Context: an optimization exercise on an open-source flow, tuned for small area, a short achievable clock period and few clock cycles per item. The choices shown serve that exercise and are no tape-out recipe.
At most, simulation tests tie the RTL to the original design; equivalence was not proved.
Power and IR drop assume default switching activity.

Design axis_matvec_mul, start of the top module:
module axis_matvec_mul #(
    parameter R=8, C=8, W_X=4, W_K=3,
    localparam W_Y = W_X + W_K + $clog2(C),
    localparam NQ = 16
)(
    input  logic clk, rstn,
    output logic s_axis_kx_tready,
    input  logic s_axis_kx_tvalid,
    input  logic [R*C*W_K + C*W_X -1:0] s_axis_kx_tdata,
    input  logic m_axis_y_tready,
    output logic m_axis_y_tvalid,
    output logic [R*W_Y-1:0] m_axis_y_tdata
);
Settings: LEC_CHECK=0, CAP_MARGIN=20, CORE_MARGIN=2, CORE_UTILIZATION=40, SETUP_SLACK_MARGIN=3.2, SLEW_MARGIN=20, SYNTH_HIERARCHICAL=1, SYNTH_MINIMUM_KEEP_SIZE=0; clock period 8.0 ns.
standard.sh (not shown) runs the stock make flow with config.mk's settings and CLKGATE_MAP_FILE= SYNTH_SCRIPT=/design/flow/synth_recipe.tcl, a recipe that flattens the netlist after the stock synthesis.
==> flow/flow/run.sh <==
#!/bin/bash
# The standard layout, with these changes:
# - each port's buffer is a sky130_fd_sc_hd__buf_1 (the standard flow picks a
#   larger delay buffer), except that after global placement the buffers of
#   the X ports (s_axis_kx_tdata[223:192], 24 loads each) become
#   $X_PORT_BUFFER (flow/post_gpl.tcl);
# - timing repair is limited to resizing and pin swaps;
# - after the standard synthesis, the largest buffers are kept out of the
#   resizer's reach, and clock tree synthesis uses sky130_fd_sc_hd__clkbuf_8.
# Each step's full output is in orfs/logs; make's own output is in synth.log
# and make.log.
set -euo pipefail
export BUFFER_PORTS_ARGS="-buffer_cell sky130_fd_sc_hd__buf_1"
export SETUP_MOVE_SEQUENCE="unbuffer,sizeup,swap"
export SKIP_GATE_CLONING=1
bash standard.sh synth > synth.log 2>&1
export DONT_USE_CELLS="sky130_fd_sc_hd__clkbuf_16 sky130_fd_sc_hd__buf_12 sky130_fd_sc_hd__buf_16 sky130_fd_sc_hd__bufinv_16"
export CTS_BUF_LIST="sky130_fd_sc_hd__clkbuf_8"
export POST_GLOBAL_PLACE_TCL="$PWD/flow/post_gpl.tcl"
export X_PORT_BUFFER="${X_PORT_BUFFER:-sky130_fd_sc_hd__buf_8}"
bash standard.sh finish > make.log 2>&1
==> flow/flow/post_gpl.tcl <==
set cell sky130_fd_sc_hd__buf_8
if { [info exists ::env(X_PORT_BUFFER)] } { set cell $::env(X_PORT_BUFFER) }
set block [ord::get_db_block]
set n 0
foreach bterm [$block getBTerms] {
  if { [regexp {^s_axis_kx_tdata\[(\d+)\]$} [$bterm getName] -> idx] && $idx >= 192 } {
    set net [$bterm getNet]
    foreach iterm [$net getITerms] {
      set inst [$iterm getInst]
      if { [string match "*buf*" [[$inst getMaster] getName]] } {
        replace_cell [$inst getName] $cell
        incr n
      }
    }
  }
}
puts "post_gpl: resized $n X port buffers to $cell"
Testbench counts at the start, summed over its fixed seeds: cycles 520, items 512.
==> next run, changes <==
--- a/flow/design.v
+++ b/flow/design.v
@@ -1,14 +1,14 @@
 module fa (input logic a, b, c, output logic s, co);
     assign {co, s} = a + b + c;
 endmodule
 module matvec_row (
     input  logic [23:0] k,
     input  logic [31:0] x,
-    output logic [15:0] q
+    output logic [13:0] q
 );
     logic s97;
     logic c97;
     logic s98;
     logic c98;
     logic s99;
     logic c99;
@@ -152,24 +152,28 @@
     logic c175;
     logic s176;
     logic c176;
     logic s177;
     logic c177;
     logic s178;
     logic c178;
+    logic s179;
+    logic c179;
+    logic s181;
+    logic c181;
     logic s182;
     logic c182;
     logic s183;
     logic c183;
     logic s184;
     logic c184;
     logic s185;
     logic c185;
-    logic s189;
-    logic c189;
+    logic s188;
+    logic c188;
     logic l0n;
     logic l1n;
     logic l2n;
     logic l3p;
     logic l4n;
     logic l5n;
     logic l6n;
@@ -429,73 +433,69 @@
     fa u_fa172 (.a(c154), .b(~s168), .c(~s169), .s(s172), .co(c172));
     fa u_fa173 (.a(c155), .b(c156), .c(c157), .s(s173), .co(c173));
     fa u_fa174 (.a(c158), .b(s170), .c(s171), .s(s174), .co(c174));
     fa u_fa175 (.a(s172), .b(c159), .c(c160), .s(s175), .co(c175));
     fa u_fa176 (.a(c161), .b(s173), .c(s174), .s(s176), .co(c176));
     fa u_fa177 (.a(c162), .b(c163), .c(s175), .s(s177), .co(c177));
     fa u_fa178 (.a(s176), .b(c164), .c(s177), .s(s178), .co(c178));
-    fa u_fa182 (.a(~c168), .b(~c169), .c(c170), .s(s182), .co(c182));
-    fa u_fa183 (.a(c171), .b(c172), .c(c173), .s(s183), .co(c183));
-    fa u_fa184 (.a(c174), .b(s182), .c(c175), .s(s184), .co(c184));
-    fa u_fa185 (.a(s183), .b(c176), .c(c177), .s(s185), .co(c185));
-    fa u_fa189 (.a(c182), .b(c183), .c(c184), .s(s189), .co(c189));
-    assign q = {c189, s189, c185, s185, c178, s184, c166, s178, c165, s166, s147, c127, s127, s110, s99, s98};
+    fa u_fa179 (.a(c165), .b(s178), .c(c166), .s(s179), .co(c179));
+    fa u_fa181 (.a(~c168), .b(~c169), .c(c170), .s(s181), .co(c181));
+    fa u_fa182 (.a(c171), .b(c172), .c(c173), .s(s182), .co(c182));
+    fa u_fa183 (.a(c174), .b(s181), .c(c175), .s(s183), .co(c183));
+    fa u_fa184 (.a(s182), .b(c176), .c(c177), .s(s184), .co(c184));
+    fa u_fa185 (.a(s183), .b(c178), .c(s184), .s(s185), .co(c185));
+    fa u_fa188 (.a(c181), .b(c182), .c(c183), .s(s188), .co(c188));
+    assign q = {c188, c185, s188, c184, s185, c179, s179, s166, s147, c127, s127, s110, s99, s98};
 endmodule
 module matvec_row_sum (
-    input  logic [15:0] q,
+    input  logic [13:0] q,
     output logic [9:0]  y
 );
     logic s193;
     logic c193;
     logic s194;
     logic c194;
-    logic s195;
-    logic c195;
-    logic s196;
-    logic c196;
-    fa u_fa193 (.a(q[7]), .b(q[8]), .c(q[9]), .s(s193), .co(c193));
+    assign s193 = ~(q[8] ^ q[9]);
+    assign c193 = q[8] | q[9];
     fa u_fa194 (.a(q[10]), .b(q[11]), .c(q[12]), .s(s194), .co(c194));
-    assign s195 = ~(c193 ^ s194);
-    assign c195 = c193 | s194;
-    fa u_fa196 (.a(q[13]), .b(q[14]), .c(c194), .s(s196), .co(c196));
     logic [9:0] ya, yb;
-    assign ya = {1'b1, q[15], c195, s195, 1'b1, q[6], q[4], q[3], ~q[2], ~q[0]};
-    assign yb = {1'b0, c196, s196, 1'b0, s193, 1'b0, q[5], 1'b0, 1'b0, ~q[1]};
+    assign ya = {1'b1, q[13], c193, s193, q[7], q[6], q[4], q[3], ~q[2], ~q[0]};
+    assign yb = {1'b0, c194, s194, 1'b0, 1'b1, 1'b0, q[5], 1'b0, 1'b0, ~q[1]};
     assign y = ya + yb;
 endmodule
 module matvec_mul #(
     parameter R=8, C=8, W_X=4, W_K=3,
-    localparam NQ = 16
+    localparam NQ = 14
   )(
     input  logic [R*C*W_K-1:0] k,
     input  logic [C*W_X-1:0]   x,
     output logic [R*NQ-1:0]    q
   );
   genvar r;
   for (r = 0; r < R; r = r + 1) begin : g_row
     matvec_row u_row (.k(k[r*C*W_K +: C*W_K]), .x(x), .q(q[r*NQ +: NQ]));
   end
 endmodule
 module matvec_sum #(
     parameter R=8, C=8, W_X=4, W_K=3,
     localparam W_Y = W_X + W_K + $clog2(C),
-    localparam NQ = 16
+    localparam NQ = 14
   )(
     input  logic [R*NQ-1:0]    q,
     output logic [R*W_Y-1:0]   y
   );
   genvar r;
   for (r = 0; r < R; r = r + 1) begin : g_row
     matvec_row_sum u_row (.q(q[r*NQ +: NQ]), .y(y[r*W_Y +: W_Y]));
   end
 endmodule
 module axis_matvec_mul #(
     parameter R=8, C=8, W_X=4, W_K=3,
     localparam W_Y = W_X + W_K + $clog2(C),
-    localparam NQ = 16
+    localparam NQ = 14
 )(
     input  logic clk, rstn,
     output logic s_axis_kx_tready,
     input  logic s_axis_kx_tvalid,
     input  logic [R*C*W_K + C*W_X -1:0] s_axis_kx_tdata,
     input  logic m_axis_y_tready,
     output logic m_axis_y_tvalid,
Effect: Via count went down by 1.6%. Maximum frequency goes down by 4.4%. Final area increases by 0.79%. Clock power decreases by 18%. Routed wire length decreases by 2.5%. Worst setup slack degrades by 220 ps.
Only the layout flow was run in the second run of this note; the RTL was not checked for function there.

axis_matvec_mul with an RTL version that a note above also has.
Size in the first run: ~2100 cells after synthesis, about 110 flip-flops, about 23000 um2 of cells after synthesis.
clock: 8.0 ns
lec_check: 0
cap_margin: 20
core_margin: 2
core_utilization: 40
setup_slack_margin: 3
slew_margin: 20
synth_hierarchical: 1
synth_minimum_keep_size: 0
==> flow/flow/run.sh <==
#!/bin/bash
# The standard layout, with each port's buffer a sky130_fd_sc_hd__buf_1
# (the standard flow picks a larger delay buffer), and timing repair limited
# to resizing and pin swaps.  Each step's full output is in orfs/logs;
# make's own output is in make.log.
set -euo pipefail
export BUFFER_PORTS_ARGS="-buffer_cell sky130_fd_sc_hd__buf_1"
export SETUP_MOVE_SEQUENCE="unbuffer,sizeup,swap"
export SKIP_GATE_CLONING=1
bash standard.sh finish > make.log 2>&1
==> next run, changes <==
--- a/flow/design.v
+++ b/flow/design.v
@@ -1,15 +1,15 @@
 module fa (input logic a, b, c, output logic s, co);
     assign {co, s} = a + b + c;
 endmodule
 module matvec_row (
     input  logic [23:0] k,
     input  logic [31:0] x,
-    output logic [13:0] q
+    output logic [15:0] q
 );
     logic s97;
     logic c97;
     logic s98;
     logic c98;
     logic s99;
     logic c99;
     logic s102;
@@ -151,30 +151,26 @@
     logic s175;
     logic c175;
     logic s176;
     logic c176;
     logic s177;
     logic c177;
     logic s178;
     logic c178;
-    logic s179;
-    logic c179;
-    logic s181;
-    logic c181;
     logic s182;
     logic c182;
     logic s183;
     logic c183;
     logic s184;
     logic c184;
     logic s185;
     logic c185;
-    logic s188;
-    logic c188;
+    logic s189;
+    logic c189;
     logic l0n;
     logic l1n;
     logic l2n;
     logic l3p;
     logic l4n;
     logic l5n;
     logic l6n;
     logic l7p;
@@ -432,71 +428,75 @@
     fa u_fa171 (.a(c151), .b(c152), .c(c153), .s(s171), .co(c171));
     fa u_fa172 (.a(c154), .b(~s168), .c(~s169), .s(s172), .co(c172));
     fa u_fa173 (.a(c155), .b(c156), .c(c157), .s(s173), .co(c173));
     fa u_fa174 (.a(c158), .b(s170), .c(s171), .s(s174), .co(c174));
     fa u_fa175 (.a(s172), .b(c159), .c(c160), .s(s175), .co(c175));
     fa u_fa176 (.a(c161), .b(s173), .c(s174), .s(s176), .co(c176));
     fa u_fa177 (.a(c162), .b(c163), .c(s175), .s(s177), .co(c177));
     fa u_fa178 (.a(s176), .b(c164), .c(s177), .s(s178), .co(c178));
-    fa u_fa179 (.a(c165), .b(s178), .c(c166), .s(s179), .co(c179));
-    fa u_fa181 (.a(~c168), .b(~c169), .c(c170), .s(s181), .co(c181));
-    fa u_fa182 (.a(c171), .b(c172), .c(c173), .s(s182), .co(c182));
-    fa u_fa183 (.a(c174), .b(s181), .c(c175), .s(s183), .co(c183));
-    fa u_fa184 (.a(s182), .b(c176), .c(c177), .s(s184), .co(c184));
-    fa u_fa185 (.a(s183), .b(c178), .c(s184), .s(s185), .co(c185));
-    fa u_fa188 (.a(c181), .b(c182), .c(c183), .s(s188), .co(c188));
-    assign q = {c188, c185, s188, c184, s185, c179, s179, s166, s147, c127, s127, s110, s99, s98};
+    fa u_fa182 (.a(~c168), .b(~c169), .c(c170), .s(s182), .co(c182));
+    fa u_fa183 (.a(c171), .b(c172), .c(c173), .s(s183), .co(c183));
+    fa u_fa184 (.a(c174), .b(s182), .c(c175), .s(s184), .co(c184));
+    fa u_fa185 (.a(s183), .b(c176), .c(c177), .s(s185), .co(c185));
+    fa u_fa189 (.a(c182), .b(c183), .c(c184), .s(s189), .co(c189));
+    assign q = {c189, s189, c185, s185, c178, s184, c166, s178, c165, s166, s147, c127, s127, s110, s99, s98};
 endmodule
 module matvec_row_sum (
-    input  logic [13:0] q,
+    input  logic [15:0] q,
     output logic [9:0]  y
 );
     logic s193;
     logic c193;
     logic s194;
     logic c194;
-    assign s193 = ~(q[8] ^ q[9]);
-    assign c193 = q[8] | q[9];
+    logic s195;
+    logic c195;
+    logic s196;
+    logic c196;
+    fa u_fa193 (.a(q[7]), .b(q[8]), .c(q[9]), .s(s193), .co(c193));
     fa u_fa194 (.a(q[10]), .b(q[11]), .c(q[12]), .s(s194), .co(c194));
+    assign s195 = ~(c193 ^ s194);
+    assign c195 = c193 | s194;
+    fa u_fa196 (.a(q[13]), .b(q[14]), .c(c194), .s(s196), .co(c196));
     logic [9:0] ya, yb;
-    assign ya = {1'b1, q[13], c193, s193, q[7], q[6], q[4], q[3], ~q[2], ~q[0]};
-    assign yb = {1'b0, c194, s194, 1'b0, 1'b1, 1'b0, q[5], 1'b0, 1'b0, ~q[1]};
+    assign ya = {1'b1, q[15], c195, s195, 1'b1, q[6], q[4], q[3], ~q[2], ~q[0]};
+    assign yb = {1'b0, c196, s196, 1'b0, s193, 1'b0, q[5], 1'b0, 1'b0, ~q[1]};
     assign y = ya + yb;
 endmodule
 module matvec_mul #(
     parameter R=8, C=8, W_X=4, W_K=3,
-    localparam NQ = 14
+    localparam NQ = 16
   )(
     input  logic [R*C*W_K-1:0] k,
     input  logic [C*W_X-1:0]   x,
     output logic [R*NQ-1:0]    q
   );
   genvar r;
   for (r = 0; r < R; r = r + 1) begin : g_row
     matvec_row u_row (.k(k[r*C*W_K +: C*W_K]), .x(x), .q(q[r*NQ +: NQ]));
   end
 endmodule
 module matvec_sum #(
     parameter R=8, C=8, W_X=4, W_K=3,
     localparam W_Y = W_X + W_K + $clog2(C),
-    localparam NQ = 14
+    localparam NQ = 16
   )(
     input  logic [R*NQ-1:0]    q,
     output logic [R*W_Y-1:0]   y
   );
   genvar r;
   for (r = 0; r < R; r = r + 1) begin : g_row
     matvec_row_sum u_row (.q(q[r*NQ +: NQ]), .y(y[r*W_Y +: W_Y]));
   end
 endmodule
 module axis_matvec_mul #(
     parameter R=8, C=8, W_X=4, W_K=3,
     localparam W_Y = W_X + W_K + $clog2(C),
-    localparam NQ = 14
+    localparam NQ = 16
 )(
     input  logic clk, rstn,
     output logic s_axis_kx_tready,
     input  logic s_axis_kx_tvalid,
     input  logic [R*C*W_K + C*W_X -1:0] s_axis_kx_tdata,
     input  logic m_axis_y_tready,
     output logic m_axis_y_tvalid,
     output logic [R*W_Y-1:0] m_axis_y_tdata
After rerunning: Wire length fell slightly. Power rises by a few percent. Global-route usage goes down by 1.1 points. Combinational power came out higher by a few percent. Worst hold slack got worse by 20 ps. Design area falls slightly. Synthesized area goes up by a few percent. Maximum frequency climbs slightly. Die area is higher by a few percent. Sequential power climbs by a few percent.
Testbench counts after the change, summed over its fixed seeds: cycles 520, items 512.
No functional check of the RTL was part of the first run of this note.

## P
RTL: one of the versions met above, not the one the previous note started from.
Size: about 2100 cells after synthesis, roughly 130 flip-flops, about 310 I/O pins.
Settings: LEC_CHECK=0, CAP_MARGIN=20, CORE_MARGIN=2, CORE_UTILIZATION=40, SETUP_SLACK_MARGIN=3, SLEW_MARGIN=20, SYNTH_HIERARCHICAL=1, SYNTH_MINIMUM_KEEP_SIZE=0; clock period 8.0 ns.
==> flow/flow/run.sh <==
#!/bin/bash
# The standard layout, with these changes:
# - each port's buffer is a sky130_fd_sc_hd__buf_1 (the standard flow picks a
#   larger delay buffer);
# - timing repair is limited to resizing and pin swaps;
# - after the standard synthesis, the largest buffers are kept out of the
#   resizer's reach, and clock tree synthesis uses sky130_fd_sc_hd__clkbuf_8.
# Each step's full output is in orfs/logs; make's own output is in synth.log
# and make.log.
set -euo pipefail
export BUFFER_PORTS_ARGS="-buffer_cell sky130_fd_sc_hd__buf_1"
export SETUP_MOVE_SEQUENCE="unbuffer,sizeup,swap"
export SKIP_GATE_CLONING=1
bash standard.sh synth > synth.log 2>&1
export DONT_USE_CELLS="sky130_fd_sc_hd__clkbuf_16 sky130_fd_sc_hd__buf_12 sky130_fd_sc_hd__buf_16 sky130_fd_sc_hd__bufinv_16"
export CTS_BUF_LIST="sky130_fd_sc_hd__clkbuf_8"
bash standard.sh finish > make.log 2>&1
Every stage of the flow completed for P, and the final layout passed the timing, design-rule and antenna checks.
Testbench counts of P, summed over its fixed seeds: cycles 520, items 512.
--- input diff P..Q ---
--- a/flow/design.v
+++ b/flow/design.v
@@ -1,18 +1,18 @@
 module fa (input logic a, b, c, output logic s, co);
     assign {co, s} = a + b + c;
 endmodule
 module matvec_row (
     input  logic [23:0] k,
     input  logic [31:0] x,
-    output logic [15:0] q
+    output logic [13:0] q
 );
     logic s97;
     logic c97;
     logic s98;
     logic c98;
     logic s99;
     logic c99;
     logic s102;
     logic c102;
     logic s103;
     logic c103;
@@ -148,32 +148,36 @@
     logic c173;
     logic s174;
     logic c174;
     logic s175;
     logic c175;
     logic s176;
     logic c176;
     logic s177;
     logic c177;
     logic s178;
     logic c178;
+    logic s179;
+    logic c179;
+    logic s181;
+    logic c181;
     logic s182;
     logic c182;
     logic s183;
     logic c183;
     logic s184;
     logic c184;
     logic s185;
     logic c185;
-    logic s189;
-    logic c189;
+    logic s188;
+    logic c188;
     logic l0n;
     logic l1n;
     logic l2n;
     logic l3p;
     logic l4n;
     logic l5n;
     logic l6n;
     logic l7p;
     logic l8n;
     logic l9n;
     logic l10n;
@@ -425,81 +429,77 @@
     fa u_fa168 (.a(l67n), .b(l71n), .c(l75n), .s(s168), .co(c168));
     fa u_fa169 (.a(l79n), .b(l83n), .c(l87n), .s(s169), .co(c169));
     fa u_fa170 (.a(l91p), .b(l95p), .c(c150), .s(s170), .co(c170));
     fa u_fa171 (.a(c151), .b(c152), .c(c153), .s(s171), .co(c171));
     fa u_fa172 (.a(c154), .b(~s168), .c(~s169), .s(s172), .co(c172));
     fa u_fa173 (.a(c155), .b(c156), .c(c157), .s(s173), .co(c173));
     fa u_fa174 (.a(c158), .b(s170), .c(s171), .s(s174), .co(c174));
     fa u_fa175 (.a(s172), .b(c159), .c(c160), .s(s175), .co(c175));
     fa u_fa176 (.a(c161), .b(s173), .c(s174), .s(s176), .co(c176));
     fa u_fa177 (.a(c162), .b(c163), .c(s175), .s(s177), .co(c177));
     fa u_fa178 (.a(s176), .b(c164), .c(s177), .s(s178), .co(c178));
-    fa u_fa182 (.a(~c168), .b(~c169), .c(c170), .s(s182), .co(c182));
-    fa u_fa183 (.a(c171), .b(c172), .c(c173), .s(s183), .co(c183));
-    fa u_fa184 (.a(c174), .b(s182), .c(c175), .s(s184), .co(c184));
-    fa u_fa185 (.a(s183), .b(c176), .c(c177), .s(s185), .co(c185));
-    fa u_fa189 (.a(c182), .b(c183), .c(c184), .s(s189), .co(c189));
-    assign q = {c189, s189, c185, s185, c178, s184, c166, s178, c165, s166, s147, c127, s127, s110, s99, s98};
+    fa u_fa179 (.a(c165), .b(s178), .c(c166), .s(s179), .co(c179));
+    fa u_fa181 (.a(~c168), .b(~c169), .c(c170), .s(s181), .co(c181));
+    fa u_fa182 (.a(c171), .b(c172), .c(c173), .s(s182), .co(c182));
+    fa u_fa183 (.a(c174), .b(s181), .c(c175), .s(s183), .co(c183));
+    fa u_fa184 (.a(s182), .b(c176), .c(c177), .s(s184), .co(c184));
+    fa u_fa185 (.a(s183), .b(c178), .c(s184), .s(s185), .co(c185));
+    fa u_fa188 (.a(c181), .b(c182), .c(c183), .s(s188), .co(c188));
+    assign q = {c188, c185, s188, c184, s185, c179, s179, s166, s147, c127, s127, s110, s99, s98};
 endmodule
 module matvec_row_sum (
-    input  logic [15:0] q,
+    input  logic [13:0] q,
     output logic [9:0]  y
 );
     logic s193;
     logic c193;
     logic s194;
     logic c194;
-    logic s195;
-    logic c195;
-    logic s196;
-    logic c196;
-    fa u_fa193 (.a(q[7]), .b(q[8]), .c(q[9]), .s(s193), .co(c193));
+    assign s193 = ~(q[8] ^ q[9]);
+    assign c193 = q[8] | q[9];
     fa u_fa194 (.a(q[10]), .b(q[11]), .c(q[12]), .s(s194), .co(c194));
-    assign s195 = ~(c193 ^ s194);
-    assign c195 = c193 | s194;
-    fa u_fa196 (.a(q[13]), .b(q[14]), .c(c194), .s(s196), .co(c196));
     logic [9:0] ya, yb;
-    assign ya = {1'b1, q[15], c195, s195, 1'b1, q[6], q[4], q[3], ~q[2], ~q[0]};
-    assign yb = {1'b0, c196, s196, 1'b0, s193, 1'b0, q[5], 1'b0, 1'b0, ~q[1]};
+    assign ya = {1'b1, q[13], c193, s193, q[7], q[6], q[4], q[3], ~q[2], ~q[0]};
+    assign yb = {1'b0, c194, s194, 1'b0, 1'b1, 1'b0, q[5], 1'b0, 1'b0, ~q[1]};
     assign y = ya + yb;
 endmodule
 module matvec_mul #(
     parameter R=8, C=8, W_X=4, W_K=3,
-    localparam NQ = 16
+    localparam NQ = 14
   )(
     input  logic [R*C*W_K-1:0] k,
     input  logic [C*W_X-1:0]   x,
     output logic [R*NQ-1:0]    q
   );
   genvar r;
   for (r = 0; r < R; r = r + 1) begin : g_row
     matvec_row u_row (.k(k[r*C*W_K +: C*W_K]), .x(x), .q(q[r*NQ +: NQ]));
   end
 endmodule
 module matvec_sum #(
     parameter R=8, C=8, W_X=4, W_K=3,
     localparam W_Y = W_X + W_K + $clog2(C),
-    localparam NQ = 16
+    localparam NQ = 14
   )(
     input  logic [R*NQ-1:0]    q,
     output logic [R*W_Y-1:0]   y
   );
   genvar r;
   for (r = 0; r < R; r = r + 1) begin : g_row
     matvec_row_sum u_row (.q(q[r*NQ +: NQ]), .y(y[r*W_Y +: W_Y]));
   end
 endmodule
 module axis_matvec_mul #(
     parameter R=8, C=8, W_X=4, W_K=3,
     localparam W_Y = W_X + W_K + $clog2(C),
-    localparam NQ = 16
+    localparam NQ = 14
 )(
     input  logic clk, rstn,
     output logic s_axis_kx_tready,
     input  logic s_axis_kx_tvalid,
     input  logic [R*C*W_K + C*W_X -1:0] s_axis_kx_tdata,
     input  logic m_axis_y_tready,
     output logic m_axis_y_tvalid,
     output logic [R*W_Y-1:0] m_axis_y_tdata
 );
     logic [R*NQ-1:0] q_d, q;
     matvec_mul #(
### Flow results
- Q: full flow OK, the timing, design-rule and antenna checks passed
- The run showing the greater fraction of the yosys area taken by sequential cells is P.
- Compared with P, Q shows floorplan row count that has gone down slightly.
- Delta (Q minus P): share of the clock period used by the worst path after layout shows a reduction of 0.50 points, worst setup slack shows an increase of 0.040 ns, time the worst path needs with I/O delays and setup shows a reduction of 0.040 ns, post-detailed-route via-to-cell ratio shows a reduction of 0.73%.
- Wire length of Q exceeds that of P slightly.
- When Q is set beside P, its synthesis-to-finish area growth turns out to be 3.4 points larger.
The RTL of Q was laid out without a check of its function.

==> port drivers added, routing unchanged <==
How much do the figures lean on ideal ports? The routed layouts below were timed once more, with nothing changed but the port constraints. Step 1 (the two cells are an assumption about what drives the block):
set clk [get_ports {clk}]
set_driving_cell -lib_cell sky130_fd_sc_hd__clkbuf_16 $clk
set_driving_cell -lib_cell sky130_fd_sc_hd__buf_2 [delete_from_list [all_inputs] $clk]
Step 2 times the ports against the registers' clock, not the clock port: input delays grow and output delays shrink by t, the midpoint of the rising clock arrivals with the driver on. Three values: ideal ports, drivers, drivers and shift; two values: the first two.
run | t, ns | setup WS [ns] | slew at the worst register clock pin (ns)
the first run of note 1 | 0.637 | 3.310 / 3.286 / 2.680 | 0.10 / 0.10
the second run of note 1 | 0.595 | 3.094 / 3.081 / 2.485 | 0.09 / 0.09
the first run of note 2 | 0.538 | 2.974 / 2.960 / 2.421 | 0.07 / 0.07
the second run of note 2 | 0.561 | 3.042 / 3.076 / 2.515 | 0.07 / 0.07
P | 0.633 | 2.983 / 3.009 / 2.377 | 0.09 / 0.09
Q | 0.607 | 3.023 / 2.993 / 2.387 | 0.09 / 0.09
After both steps every run listed still meets setup and hold. The setup slack of Q, which loses most, moves by -0.030 ns with the drivers and by -0.636 ns with both steps.
